This design comes from an exercise in tuning for small area on the open sky130 flow, not from production work. The RTL was checked by simulation tests, not by an equivalence proof against the original design. No driver is modelled on the clock port, so clocking that relies on it looks cheaper here than on a real chip.

==> inputs of try-tundra <==
Design mul16_top, start of the top module:
module mul16_top(
    input   wire            clk,
    input   wire            a_signed,
    input   wire            b_signed,
    input   wire    [15:0]  mula,
    input   wire    [15:0]  mulb,
    output  reg     [31:0]  p
);
reg             a_signed_q, b_signed_q;
reg     [15:0]  mula_q, mulb_q;
wire    [31:0]  prod;
always @(posedge clk) begin
    a_signed_q <= a_signed;
    b_signed_q <= b_signed;
    mula_q     <= mula;
    mulb_q     <= mulb;
    p          <= prod;
end
multi16x16 mult(
    .a_signed(a_signed_q),
    .b_signed(b_signed_q),
    .mula(mula_q),
    .mulb(mulb_q),
    .out(prod)
);
endmodule
==> flow/config.mk <==
export PLATFORM = sky130hd
export DESIGN_NAME = mul16_top
export DESIGN_NICKNAME = mul16_top
export VERILOG_FILES = /design/flow/design.v
export SDC_FILE = /design/flow/constraint.sdc
export NUM_CORES = 4
export LEC_CHECK = 0
export ABC_AREA = 1
export CAP_MARGIN = 20
export CORE_MARGIN = 2
export CORE_UTILIZATION = 55
export GPL_TIMING_DRIVEN = 0
export SLEW_MARGIN = 20
==> flow/constraint.sdc <==
create_clock -name core_clock -period 6.5 [get_ports {clk}]
set_input_delay 1.3000 -clock core_clock [delete_from_list [all_inputs] [get_ports {clk}]]
set_output_delay 1.3000 -clock core_clock [all_outputs]
set_load 0.01 [all_outputs]
run.sh (not shown) runs the stock make flow with config.mk's settings and CLKGATE_MAP_FILE= SYNTH_SCRIPT=/design/flow/synth_recipe.tcl, a recipe that flattens the netlist after the stock synthesis.
==> try-juniper (differences from try-tundra) <==
--- a/flow/config.mk
+++ b/flow/config.mk
@@ -9,5 +9,4 @@
 export CAP_MARGIN = 20
 export CORE_MARGIN = 2
 export CORE_UTILIZATION = 55
-export GPL_TIMING_DRIVEN = 0
 export SLEW_MARGIN = 20
==> run notes <==
Outcome: try-juniper finished clean; try-tundra finished clean
Crit path required time: try-juniper 6.80 ns; try-tundra 6.79 ns
Placed cell area: try-juniper 9763 sq um; try-tundra 9836 sq um
Count of TritonRoute iterations in the first routing pass: try-juniper 5; try-tundra 8
Final Cycle Share: try-juniper 91.83%; try-tundra 93.69%
Start point of the worst hold path: try-juniper mulb_q[0]; try-tundra mulb_q[1]
DPL Wire Length: try-juniper 17780 microns; try-tundra 20970 microns
Area overhead of the layout relative to synthesis: try-juniper 13.10%; try-tundra 13.91%
Fraction of area in multi-input gates: try-juniper 65.37%; try-tundra 64.91%
Met3 WL: try-juniper 902 microns; try-tundra 1902 microns
Post-Place Setup Slack: try-juniper 0.5194 ns; try-tundra 0.4568 ns
Launch point of the worst path: try-juniper mulb_q[1]; try-tundra mulb_q[7]
Crit path buffers/inverters: try-juniper 3; try-tundra 4
Final routed wirelength across all metal layers: try-juniper 22330 microns; try-tundra 26480 microns
Number of vias after detailed routing: try-juniper 6538; try-tundra 6889
Worst rel slew slack: try-juniper 50.87%; try-tundra 42.72%

========
==> inputs of run a <==
Another version of the RTL of mul16_top (not shown whole).
Settings: LEC_CHECK=0, ABC_AREA=1, CAP_MARGIN=20, CORE_MARGIN=2, CORE_UTILIZATION=55, SLEW_MARGIN=20, SYNTH_HIERARCHICAL=1; clock period 6.5 ns.
==> run b (differences from run a) <==
--- a/flow/config.mk
+++ b/flow/config.mk
@@ -11,2 +11,3 @@
 export CORE_UTILIZATION = 55
+export CTS_BUF_LIST = sky130_fd_sc_hd__clkbuf_2 sky130_fd_sc_hd__clkbuf_4 sky130_fd_sc_hd__clkbuf_8
 export SLEW_MARGIN = 20
==> comparison table <==
| metric | run a | run b |
|---|---|---|
| Area growth from synthesis to final layout | 8.58% | 7.39% |
| Result of the run | complete, no violations | complete, no violations |
| Area share of buffers outside the clock network | 0.0823 | 0.0832 |
| Post-layout minimum cycle time | 5.91 ns | 5.91 ns |
| Maximum single-stage delay on the critical path | 0.59 ns | 0.57 ns |
| Portion of the layout cell area used by clock cells | 0.0304 | 0.0196 |
| First-pass GRT wire length | 32.7 mm | 32.6 mm |
| Worst EP arrival | 6.18 ns | 6.21 ns |
| Via count | 6007 | 6025 |
| Fraction of area in multi-input gates | 0.689 | 0.697 |
| Worst reg-to-reg setup slack | 0.59 ns | 0.59 ns |
| Tightest Pin Transition | 0.739 ns | 0.733 ns |
| Grt met1 use | 0.384 | 0.392 |
| Met2 global-route usage | 0.407 | 0.407 |
| Global-route usage over all layers | 0.263 | 0.264 |

========
==> run A: inputs <==
Another version of the RTL of mul16_top (not shown whole).
export LEC_CHECK = 0
export ABC_AREA = 1
export CAP_MARGIN = 20
export CORE_MARGIN = 2
export CORE_UTILIZATION = 55
export CTS_BUF_LIST = sky130_fd_sc_hd__clkbuf_4 sky130_fd_sc_hd__clkbuf_8
export CTS_CLUSTER_SIZE = 16
export SLEW_MARGIN = 20
export SYNTH_HIERARCHICAL = 1
create_clock -name core_clock -period 6.5 [get_ports {clk}]
standard.sh (not shown) runs the stock make flow with config.mk's settings and CLKGATE_MAP_FILE= SYNTH_SCRIPT=/design/flow/synth_recipe.tcl, a recipe that flattens the netlist after the stock synthesis.
==> flow/flow/run.sh <==
#!/bin/bash
# Standard ORFS layout (the standard.sh, unchanged synthesis), except that the
# port buffers inserted before global placement are the smallest buffer cell
# instead of the resizer's default choice. Full make/tool output goes to
# standard.log; ORFS keeps each step's own log under orfs/logs/.
set -euo pipefail
export BUFFER_PORTS_ARGS="-buffer_cell sky130_fd_sc_hd__buf_1"
bash standard.sh > standard.log 2>&1
==> inputs of run Y, as changes to run A <==
==> flow/flow/run.sh (replaced) <==
#!/bin/bash
# Standard ORFS layout (the standard.sh, unchanged synthesis), except:
#  - the port buffers inserted before global placement are the smallest buffer
#    cell instead of the resizer's default choice;
#  - clock tree synthesis does not add dummy loads to balance the tree.
# Full make/tool output goes to standard.log; ORFS keeps each step's own log
# under orfs/logs/.
set -euo pipefail
export BUFFER_PORTS_ARGS="-buffer_cell sky130_fd_sc_hd__buf_1"
export CTS_ARGS="-sink_clustering_enable -repair_clock_nets -dont_use_dummy_load -sink_clustering_size 16 -buf_list {sky130_fd_sc_hd__clkbuf_4 sky130_fd_sc_hd__clkbuf_8}"
bash standard.sh > standard.log 2>&1
==> inputs of run D, as changes to run A <==
==> flow/flow/run.sh (replaced) <==
#!/bin/bash
# The standard layout (standard.sh, synthesis unchanged) with these changes:
#  - before floorplan, combinational cells that synthesis upsized are swapped
#    back to their smallest drive strength (flow/downsize.tcl); the standard
#    repair steps add drive back where slew, capacitance or timing need it;
#  - the port buffers inserted before global placement are buf_1 instead of
#    the resizer's default choice;
#  - clock tree synthesis uses clkbuf_4 buffers and adds no dummy loads; after
#    it, a clock buffer driving 10 or more pins becomes a clkbuf_8
#    (flow/cts_fix.tcl) to keep clock-pin slews low.
# The full output of the make run goes to standard.log here; ORFS keeps each
# step's own log under orfs/logs/.
set -euo pipefail
here=$(pwd)
export BUFFER_PORTS_ARGS="-buffer_cell sky130_fd_sc_hd__buf_1"
export CTS_ARGS="-sink_clustering_enable -repair_clock_nets -dont_use_dummy_load -sink_clustering_size 12 -root_buf sky130_fd_sc_hd__clkbuf_4 -buf_list {sky130_fd_sc_hd__clkbuf_4}"
export PRE_FLOORPLAN_TCL="$here/flow/downsize.tcl"
export POST_CTS_TCL="$here/flow/cts_fix.tcl"
export CTS_FIX_MIN_SINKS=10
bash standard.sh > standard.log 2>&1
==> flow/flow/cts_fix.tcl (new file) <==
# POST_CTS hook: a clkbuf_4 clock buffer that drives many flip-flops is
# swapped for a clkbuf_8 so that every clock pin's slew stays well inside the
# limit; the placement is then legalized again.
set db [ord::get_db]
set block [[$db getChip] getBlock]
set big [$db findMaster sky130_fd_sc_hd__clkbuf_8]
set n 0
foreach inst [$block getInsts] {
  if {[[$inst getMaster] getName] != "sky130_fd_sc_hd__clkbuf_4"} { continue }
  set out [$inst findITerm X]
  set net [$out getNet]
  if {$net == "NULL"} { continue }
  set sinks [expr {[llength [$net getITerms]] - 1}]
  if {$sinks >= $::env(CTS_FIX_MIN_SINKS)} {
    puts "clock buffer [$inst getName] drives $sinks pins: clkbuf_8"
    $inst swapMaster $big
    incr n
  }
}
puts "upsized $n clock buffers"
if {$n > 0} {
  detailed_placement
  check_placement -verbose
  estimate_parasitics -placement
}
==> flow/flow/downsize.tcl (new file) <==
# PRE_FLOORPLAN hook: swap every combinational cell that synthesis upsized
# (drive strength 2 or more) back to its smallest variant of the same
# function; buffers, clock cells, flip-flops and adder cells are left alone.
# The standard flow's later repair steps add drive back where slew,
# capacitance or timing need it.
set db [ord::get_db]
set block [[$db getChip] getBlock]
set n 0
foreach inst [$block getInsts] {
  set m [[$inst getMaster] getName]
  if {![regexp {^sky130_fd_sc_hd__([a-z0-9]+)_([0-9]+)$} $m -> base drive]} { continue }
  if {$drive < 2} { continue }
  if {[regexp {^(buf|clkbuf|clkinv|dfxtp|fa|ha|conb|dly|clkdly)} $base]} { continue }
  foreach d {1 0} {
    set new [$db findMaster sky130_fd_sc_hd__${base}_$d]
    if {$new != "NULL"} {
      puts "downsize [$inst getName] $m -> sky130_fd_sc_hd__${base}_$d"
      $inst swapMaster $new
      incr n
      break
    }
  }
}
puts "downsized $n instances"
==> inputs of run F, as changes to run A <==
==> flow/flow/run.sh (replaced) <==
#!/bin/bash
# Standard ORFS layout (the standard.sh, unchanged synthesis), except:
#  - the port buffers inserted before global placement are the smallest buffer
#    cell instead of the resizer's default choice;
#  - clock tree synthesis does not add dummy loads to balance the tree.
# Full make/tool output goes to standard.log; ORFS keeps each step's own log
# under orfs/logs/.
set -euo pipefail
export BUFFER_PORTS_ARGS="-buffer_cell sky130_fd_sc_hd__buf_1"
export CTS_ARGS="-sink_clustering_enable -repair_clock_nets -dont_use_dummy_load -sink_clustering_size 12 -buf_list {sky130_fd_sc_hd__clkbuf_2 sky130_fd_sc_hd__clkbuf_4}"
bash standard.sh > standard.log 2>&1
==> comparison table <==
|  | run D | run A | run F | run Y |
|---|---|---|---|---|
| Result of the run | timing/DRC/antenna clean | timing/DRC/antenna clean | timing/DRC/antenna clean | timing/DRC/antenna clean |
| Total area of multi-input combinational cells | 5868 sq um | 5984 sq um | 5984 sq um | 5984 sq um |
| Growth of design area from synthesis to finish | - | 2.266% | 0.7813% | 1.422% |
| Average via count per standard cell | 5.898 | 5.810 | 5.800 | 5.858 |
| Cells on worst reg2reg path | 22 | 21 | 21 | 21 |
| Global router's overall resource usage | 0.2808 | 0.2563 | 0.2567 | 0.2562 |
| Share of the core filled with cells | 0.5730 | 0.5699 | 0.5617 | 0.5652 |
| Vias in the first global route | 5947 | 5953 | 5930 | 5940 |
| Wire length of the first global-routing pass | 31.91 mm | 31.34 mm | 31.31 mm | 31.31 mm |
| Worst hold-check slack | 0.6490 ns | 0.6598 ns | 0.6673 ns | 0.6654 ns |
| Fraction of final layout cells with drive strength greater than 1 | 0.02665 | 0.06195 | 0.05478 | 0.05478 |
| M3 GR Usage | 0.06502 | 0.05885 | 0.06529 | 0.05885 |
| Portion of synthesized cell area occupied by the leading cell type | - | 0.3300 | 0.3300 | 0.3300 |

-- separate check: timing with driven ports --
In the flow no input, the clock included, has a driving cell. The finished layouts below were timed again as built, in two steps.
Step 1 (the two cells are an assumption about what drives the block):
set clk [get_ports {clk}]
set_driving_cell -lib_cell sky130_fd_sc_hd__clkbuf_16 $clk
set_driving_cell -lib_cell sky130_fd_sc_hd__buf_2 [delete_from_list [all_inputs] $clk]
Step 2 times the ports against the registers' clock, not the clock port: input delays grow and output delays shrink by t, the midpoint of the rising clock arrivals with the driver on.
Slacks: ideal / step 1 / step 2; pairs: ideal / step 1.
run | shift t [ns] | setup slack, ns | pins driven straight from the clock port
try-tundra | 0.397 | 0.410 / 0.410 / 0.410 | 1
try-juniper | 0.394 | 0.531 / 0.531 / 0.531 | 1
run a of note 2 | 0.380 | 0.590 / 0.590 / 0.590 | 1
run b of note 2 | 0.409 | 0.595 / 0.595 / 0.595 | 1
run A of note 3 | 0.407 | 0.632 / 0.632 / 0.632 | 1
run Y of note 3 | 0.402 | 0.616 / 0.616 / 0.616 | 1
run D of note 3 | 0.484 | 0.608 / 0.608 / 0.608 | 1
run F of note 3 | 0.476 | 0.621 / 0.621 / 0.621 | 1
After both steps setup and hold are still met in every run listed.
